What follows belongs to an exercise in optimizing a design on an open flow for small area and a short achievable clock period; a production flow would make more cautious choices. Function was checked by simulation only, so behaviour that the tests miss may differ from the original. Power and IR drop assume default switching activity.

==> inputs of run K <==
==> flow/design.v (excerpt) <==
module singlecycle (
    input  logic        i_clk, i_reset,
    input  logic [31:0] i_io_sw,
    input  logic [31:0] i_instr,
    output logic [31:0] o_pc_debug,
    output logic [31:0] o_io_ledr,
    output logic [31:0] o_io_ledg,
    output logic [31:0] o_io_lcd,
    output logic [31:0] o_io_hex0, o_io_hex1, o_io_hex2, o_io_hex3,
    output logic [31:0] o_io_hex4, o_io_hex5, o_io_hex6, o_io_hex7
);
    logic [31:0] pc;
    logic [31:0] ledr, ledg, lcd, hex30, hex74, swt;
    logic [31:1] rf_v;                  
    logic        s_we;                  
    logic        s_st;                  
    logic        s_ld;                  
    logic [4:0]  s_rd;
    logic [2:0]  s_f3;                  
    logic        s_alt;                 
    logic [2:0]  s_fn;                  
    logic [31:0] s_a, s_b;
    logic [31:0]      wb;               
    logic [32*32-1:0] rf_all;           
    logic [64*32-1:0] mem_all;          
    logic [31:0]      pc_next;
    logic [4:0]       pg;               
    logic [3:0]       lane, lane_lcd;
    logic             hex_full, hex_half;
    logic [31:0]      sdat;
    logic             wen, st_ok, ld_in, alt_in;
    logic [4:0]       rd_in;
    logic [2:0]       f3_in, fn_in;
  ...
clock: 30.0 ns
lec_check: 0
cap_margin: 20
core_margin: 2
core_utilization: 30
place_density: 0.5
slew_margin: 20
synth_hierarchical: 1
standard.sh (not shown) runs the stock make flow with config.mk's settings and CLKGATE_MAP_FILE= SYNTH_SCRIPT=/design/flow/synth_recipe.tcl, a recipe that flattens the netlist after the stock synthesis.
==> flow/flow/run.sh <==
#!/bin/bash
# Layout flow: the standard ORFS flow (standard.sh) with these changes:
#  - repair_timing aims at 20 ns of setup slack, so the resizer sizes and buffers
#    the critical paths instead of stopping once the 30 ns clock is met;
#  - clock tree sinks are clustered 20 to a buffer and CTS adds no dummy loads;
#  - ports are buffered with buf_2 cells.
# The synthesis, floorplan, power grid, SDC and clock period are the standard ones.
set -euo pipefail
export SETUP_SLACK_MARGIN=20
export CTS_ARGS="-sink_clustering_enable -repair_clock_nets -sink_clustering_size 20 -sink_clustering_max_diameter 100 -dont_use_dummy_load"
export BUFFER_PORTS_ARGS="-buffer_cell sky130_fd_sc_hd__buf_2"
bash standard.sh > standard.log 2>&1
==> run H (differences from run K) <==
--- a/flow/design.v
+++ b/flow/design.v
@@ -19,32 +19,29 @@
     logic [2:0]  s_f3;                  
     logic        s_alt;                 
     logic [2:0]  s_fn;                  
     logic [31:0] s_a, s_b;
     logic [31:0]      wb;               
     logic [32*32-1:0] rf_all;           
     logic [64*32-1:0] mem_all;          
     logic [31:0]      pc_next;
-    logic [4:0]       pg;               
-    logic [3:0]       lane, lane_lcd;
-    logic             hex_full, hex_half;
-    logic [31:0]      sdat;
+    logic [39:0]      io_en;            
+    logic [31:0]      io_d;             
     logic             wen, st_ok, ld_in, alt_in;
     logic [4:0]       rd_in;
     logic [2:0]       f3_in, fn_in;
     logic [31:0]      a_in, b_in;
     logic             mem_we;
     logic [3:0]       s_lane;
     logic [31:0]      s_sdat;
     s1_logic u_s1 (
         .ins(i_instr), .rf_all(rf_all), .rf_v(rf_v), .wb(wb), .s_we(s_we), .s_rd(s_rd),
         .pc(pc), .swt(swt),
-        .pc_next(pc_next), .pg(pg), .lane(lane), .lane_lcd(lane_lcd),
-        .hex_full(hex_full), .hex_half(hex_half), .sdat(sdat),
+        .rst(i_reset), .pc_next(pc_next), .io_en(io_en), .io_d(io_d),
         .wen(wen), .st_ok(st_ok), .ld(ld_in), .alt(alt_in), .rd(rd_in), .f3(f3_in),
         .fn(fn_in), .a_in(a_in), .b_in(b_in));
     s2_logic u_s2 (
         .s_a(s_a), .s_b(s_b), .s_f3(s_f3), .s_fn(s_fn), .s_alt(s_alt), .s_ld(s_ld),
         .s_st(s_st), .mem_all(mem_all), .ledr(ledr), .ledg(ledg), .hex30(hex30),
         .hex74(hex74), .lcd(lcd),
         .wb(wb), .mem_we(mem_we), .lane(s_lane), .sdat(s_sdat));
     assign rf_all[31:0] = 32'b0;
@@ -72,36 +69,31 @@
             end
             assign mem_all[32 * g +: 32] = q;
         end
     endgenerate
     always_ff @(posedge i_clk or posedge i_reset)
         if (i_reset) pc <= 32'b0;
         else         pc <= pc_next;
     assign o_pc_debug = pc;
-    wire [3:0] hex_b7 = hex_full ? lane : hex_half ? (lane & 4'b0101) : 4'b0000;
-    always_ff @(posedge i_clk) begin
-        if (i_reset) begin
-            ledr  <= 32'b0;
-            ledg  <= 32'b0;
-            hex30 <= 32'b0;
-            hex74 <= 32'b0;
-            lcd   <= 32'b0;
-        end else begin
-            for (int k = 0; k < 4; k++) begin
-                if (pg[0] & lane[k])     ledr[8 * k +: 8]  <= sdat[8 * k +: 8];
-                if (pg[1] & lane[k])     ledg[8 * k +: 8]  <= sdat[8 * k +: 8];
-                if (pg[2] & lane[k])     hex30[8 * k +: 7] <= sdat[8 * k +: 7];
-                if (pg[2] & hex_b7[k])   hex30[8 * k + 7]  <= sdat[8 * k + 7];
-                if (pg[3] & lane[k])     hex74[8 * k +: 7] <= sdat[8 * k +: 7];
-                if (pg[3] & hex_b7[k])   hex74[8 * k + 7]  <= sdat[8 * k + 7];
-                if (pg[4] & lane_lcd[k]) lcd[8 * k +: 8]   <= sdat[8 * k +: 8];
-            end
+    logic [31:0] io_q [0:4];
+    generate
+        for (g = 0; g < 5; g++) begin : IO
+            always_ff @(posedge i_clk)
+                for (int k = 0; k < 4; k++) begin
+                    if (io_en[8 * g + k])     io_q[g][8 * k +: 7] <= io_d[8 * k +: 7];
+                    if (io_en[8 * g + 4 + k]) io_q[g][8 * k + 7]  <= io_d[8 * k + 7];
+                end
         end
-    end
+    endgenerate
+    assign ledr  = io_q[0];
+    assign ledg  = io_q[1];
+    assign hex30 = io_q[2];
+    assign hex74 = io_q[3];
+    assign lcd   = io_q[4];
     always_ff @(posedge i_clk or posedge i_reset)
         if (i_reset) swt <= 32'b0;
         else         swt <= i_io_sw;
     assign o_io_ledr = ledr;
     assign o_io_ledg = ledg;
     assign o_io_lcd  = lcd;
     assign o_io_hex0 = {25'b0, hex30[6:0]};
     assign o_io_hex1 = {25'b0, hex30[14:8]};
@@ -128,21 +120,20 @@
 module s1_logic (
     input  logic [31:0]      ins,
     input  logic [32*32-1:0] rf_all,
     input  logic [31:1]      rf_v,
     input  logic [31:0]      wb,
     input  logic             s_we,
     input  logic [4:0]       s_rd,
     input  logic [31:0]      pc, swt,
+    input  logic             rst,
     output logic [31:0]      pc_next,
-    output logic [4:0]       pg,
-    output logic [3:0]       lane, lane_lcd,
-    output logic             hex_full, hex_half,
-    output logic [31:0]      sdat,
+    output logic [39:0]      io_en,
+    output logic [31:0]      io_d,
     output logic             wen, st_ok, ld, alt,
     output logic [4:0]       rd,
     output logic [2:0]       f3, fn,
     output logic [31:0]      a_in, b_in
 );
     wire [6:0]  opc = ins[6:0];
     wire [4:0]  ra1 = ins[19:15];
     wire [4:0]  ra2 = ins[24:20];
@@ -187,56 +178,84 @@
     end
     wire fwd1 = s_we && (ra1 == s_rd);
     wire fwd2 = s_we && (ra2 == s_rd);
     wire [31:0] rs1 = fwd1 ? wb : rd1;
     wire [31:0] rs2 = fwd2 ? wb : rd2;
     wire [31:0] pc4 = pc + 32'd4;
     wire [31:0] pc_tgt = pc + (is_jal ? imm_j : imm_b);
     wire [31:0] imm_ls = is_store ? imm_s : imm_i;
-    logic [31:0] agu, agu_co;
-    pfx_add32 u_agu (.a(rs1), .b(imm_ls), .s(agu), .co(agu_co));
-    wire        c12 = agu_co[11];           
+    logic [31:0] agu, agu_co, agu_co4n;
+    pfx_add32 u_agu (.a(rs1), .b(imm_ls), .s(agu), .co(agu_co), .co4n(agu_co4n));
+    wire        c12n = agu_co4n[11];        
     wire [1:0]  ea = agu[1:0];
     wire        sgn = ~f3[1];
     logic       eq, lt;
+    logic [1:0] ll4, ee4;
     tree_cmp32 u_cmp (.a({rs1[31] ^ sgn, rs1[30:0]}), .b({rs2[31] ^ sgn, rs2[30:0]}),
-                      .lt(lt), .eq(eq));
+                      .lt(lt), .eq(eq), .ll4(ll4), .ee4(ee4));
     wire        take = br_ok & (f3[0] ^ (f3[2] ? lt : eq));
-    always_comb begin
-        if (is_jalr)              pc_next = {agu[31:1], 1'b0};
-        else if (is_jal | take)   pc_next = pc_tgt;
-        else                      pc_next = pc4;
-    end
+    wire [31:0] pc_seq = is_jalr ? {agu[31:1], 1'b0} : pc4;
+    wire c_lt = br_ok & f3[2] & ~f3[0];
+    wire c_ge = br_ok & f3[2] & f3[0];
+    wire c_eq = br_ok & ~f3[2] & ~f3[0];
+    wire c_ne = br_ok & ~f3[2] & f3[0];
+    logic [3:0] jmp;
+    genvar gi;
+    generate
+        for (gi = 0; gi < 4; gi++) begin : TK
+            take_unit t (.ll4(ll4), .ee4(ee4), .c_lt(c_lt), .c_ge(c_ge), .c_eq(c_eq),
+                         .c_ne(c_ne), .jal(is_jal), .jmp(jmp[gi]));
+        end
+        for (gi = 0; gi < 32; gi++) begin : PM
+            g_mux2 m (.a(pc_seq[gi]), .b(pc_tgt[gi]), .s(jmp[gi / 8]), .y(pc_next[gi]));
+        end
+    endgenerate
     wire [19:0] hi = rs1[31:12];
     wire        hi_io = hi[19:3] == 17'h02000;
     wire [6:0]  hik = {hi_io & hi[2:0] == 3'd5, hi_io & hi[2:0] == 3'd4,
                        hi_io & hi[2:0] == 3'd3, hi_io & hi[2:0] == 3'd2,
                        hi_io & hi[2:0] == 3'd1, hi_io & hi[2:0] == 3'd0,
                        hi == 20'h0FFFF};
-    wire        dz = c12 == imm_s[11];          
-    wire        dp = c12 & ~imm_s[11];          
-    wire        dm = ~c12 & imm_s[11];          
+    logic [4:0] pg0, pg1;
     always_comb
-        for (int j = 0; j < 5; j++)
-            pg[j] = st_ok & ((dz & hik[j + 1]) | (dp & hik[j]) | (dm & hik[j + 2]));
+        for (int j = 0; j < 5; j++) begin
+            pg0[j] = st_ok & (imm_s[11] ? hik[j + 2] : hik[j + 1]);
+            pg1[j] = st_ok & (imm_s[11] ? hik[j + 1] : hik[j]);
+        end
     wire sw_w = f3[1];
     wire sh_w = f3[0];
-    assign hex_full = sw_w;
-    assign hex_half = sh_w;
-    assign lane = sw_w ? 4'b1111 :
-                  sh_w ? (ea[1] ? 4'b1100 : 4'b0011) :
-                         (4'b0001 << ea);
-    assign lane_lcd = sw_w ? 4'b1111 :
-                      sh_w ? (ea[1] ? 4'b0000 : 4'b0011) :
-                             (ea == 2'b00 ? 4'b0001 : 4'b0000);
-    assign sdat = {sw_w ? rs2[31:24] : sh_w ? rs2[15:8] : rs2[7:0],
+    wire [3:0] lane = sw_w ? 4'b1111 :
+                      sh_w ? (ea[1] ? 4'b1100 : 4'b0011) :
+                             (4'b0001 << ea);
+    wire [3:0] lane_lcd = sw_w ? 4'b1111 :
+                          sh_w ? (ea[1] ? 4'b0000 : 4'b0011) :
+                                 (ea == 2'b00 ? 4'b0001 : 4'b0000);
+    wire [3:0] lane_h7 = sw_w ? lane : sh_w ? (lane & 4'b0101) : 4'b0000;
+    logic [39:0] m0, m1;
+    always_comb
+        for (int j = 0; j < 5; j++)
+            for (int k = 0; k < 4; k++) begin
+                m0[8 * j + k]     = rst | (pg0[j] & (j == 4 ? lane_lcd[k] : lane[k]));
+                m1[8 * j + k]     = rst | (pg1[j] & (j == 4 ? lane_lcd[k] : lane[k]));
+                m0[8 * j + 4 + k] = rst | (pg0[j] & (j == 4 ? lane_lcd[k] :
+                                                     (j == 2 || j == 3) ? lane_h7[k] : lane[k]));
+                m1[8 * j + 4 + k] = rst | (pg1[j] & (j == 4 ? lane_lcd[k] :
+                                                     (j == 2 || j == 3) ? lane_h7[k] : lane[k]));
+            end
+    generate
+        for (gi = 0; gi < 40; gi++) begin : EN
+            g_mux2 m (.a(m1[gi]), .b(m0[gi]), .s(c12n), .y(io_en[gi]));
+        end
+    endgenerate
+    wire [31:0] sdat = {sw_w ? rs2[31:24] : sh_w ? rs2[15:8] : rs2[7:0],
                    sw_w ? rs2[23:16] : rs2[7:0],
                    sh_w | sw_w ? rs2[15:8] : rs2[7:0],
                    rs2[7:0]};
+    assign io_d = sdat & {32{~rst}};
     always_comb begin
         if (is_load | is_store)     a_in = agu;
         else if (is_auipc)          a_in = pc;
         else if (is_jal | is_jalr)  a_in = pc4;
         else if (is_lui)            a_in = 32'b0;
         else                        a_in = rs1;
         if (is_op | is_store)       b_in = rs2;
         else if (is_load)           b_in = swt;
@@ -408,17 +427,18 @@
 module g_nor2 (input logic a, b, output logic y);
     assign y = ~(a | b);
 endmodule
 module g_nor3 (input logic a, b, c, output logic y);
     assign y = ~(a | b | c);
 endmodule
 module pfx_add32 (
     input  logic [31:0] a, b,
-    output logic [31:0] s, co
+    output logic [31:0] s, co,
+    output logic [31:0] co4n                
 );
     logic [31:0] p, g0n, p0n;
     logic [31:0] gg [0:5];
     logic [31:0] pp [0:5];
     genvar i, k;
     generate
         for (i = 0; i < 32; i++) begin : L0
             g_xor2  x (.a(a[i]), .b(b[i]), .y(p[i]));
@@ -448,20 +468,22 @@
             end
         end
         assign s[0] = p[0];
         for (i = 1; i < 32; i++) begin : S
             g_xor2 x (.a(p[i]), .b(gg[5][i-1]), .y(s[i]));
         end
     endgenerate
     assign co = gg[5];
+    assign co4n = gg[4];
 endmodule
 module tree_cmp32 (
     input  logic [31:0] a, b,
-    output logic        lt, eq
+    output logic        lt, eq,
+    output logic [1:0]  ll4, ee4        
 );
     logic [31:0] ll [0:5];
     logic [31:0] ee [0:5];
     genvar i, k;
     generate
         for (i = 0; i < 32; i++) begin : L0
             g_orn   o (.a(a[i]), .bn(b[i]), .y(ll[0][i]));     
             g_xor2  x (.a(a[i]), .b(b[i]), .y(ee[0][i]));      
@@ -476,16 +498,18 @@
                     g_a21oi u (.a1(ee[k-1][2*i+1]), .a2(ll[k-1][2*i]), .b1(ll[k-1][2*i+1]), .y(ll[k][i]));
                     g_nand2 v (.a(ee[k-1][2*i+1]), .b(ee[k-1][2*i]), .y(ee[k][i]));
                 end
             end
         end
     endgenerate
     assign lt = ll[5][0];
     assign eq = ee[5][0];
+    assign ll4 = ll[4][1:0];
+    assign ee4 = ee[4][1:0];
 endmodule
 module g_inv (input logic a, output logic y);
     assign y = ~a;
 endmodule
 module g_xor2 (input logic a, b, output logic y);
     assign y = a ^ b;
 endmodule
 module g_xnor2 (input logic a, b, output logic y);
@@ -495,8 +519,20 @@
     assign y = a | ~bn;
 endmodule
 module g_a21oi (input logic a1, a2, b1, output logic y);
     assign y = ~((a1 & a2) | b1);
 endmodule
 module g_o21ai (input logic a1, a2, b1, output logic y);
     assign y = ~((a1 | a2) & b1);
 endmodule
+module g_mux2 (input logic a, b, s, output logic y);
+    assign y = s ? b : a;
+endmodule
+module take_unit (
+    input  logic [1:0] ll4, ee4,
+    input  logic       c_lt, c_ge, c_eq, c_ne, jal,
+    output logic       jmp
+);
+    wire lt = ~ll4[1] | (~ee4[1] & ~ll4[0]);
+    wire eq = ~ee4[1] & ~ee4[0];
+    assign jmp = jal | (c_lt & lt) | (c_ge & ~lt) | (c_eq & eq) | (c_ne & ~eq);
+endmodule
CAP_MARGIN = 35   (was 20)
SLEW_MARGIN = 35   (was 20)
==> comparison <==
Run K went through all stages and came out clean. Run H passed the timing, design-rule and antenna checks. In die area, run H and run K hardly differ. Of run H and run K, run K has the higher first-iteration DRC count (gap about 12%, measured against run K). Of run H and run K, run K has the higher design area (gap about 1.2%, measured against run K). In run K the synthesized cell count is higher than in run H, by 3.3%. Between run K and run H, the lower sequential share of layout area is in run K (gap 1.7 points). Of run K and run H, run H has the higher power (gap about 4%, measured against run H). Core utilization: run H is lower than run K (0.43 points).

port drivers added, routing unchanged:
In the flow no input, the clock included, has a driving cell. The finished layouts below were timed again as built, in two steps.
Step 1 sets driving cells, clkbuf_16 on the clock port and buf_2 on the other inputs (assumed; they add their load-dependent delay and slew).
Step 2, shift: input delay + t, output delay - t, t = (earliest + latest rising clock arrival at the registers) / 2. This alone moves slack from input paths to output paths.
Slacks: ideal / step 1 / step 2; pairs: ideal / step 1.
| run | t, ns | setup WS [ns] | worst setup path after step 2 | cell pins on the clock port's net |
|---|---|---|---|---|
| run K | 1.091 | 19.939 / 20.022 / 18.932 | input to register | 1 |
| run H | 1.056 | 19.903 / 19.884 / 18.828 | input to register | 1 |
After both steps setup and hold are still met in every run listed. The setup slack of run H, which loses most, moves by -0.019 ns with the drivers and by -1.075 ns with both steps.
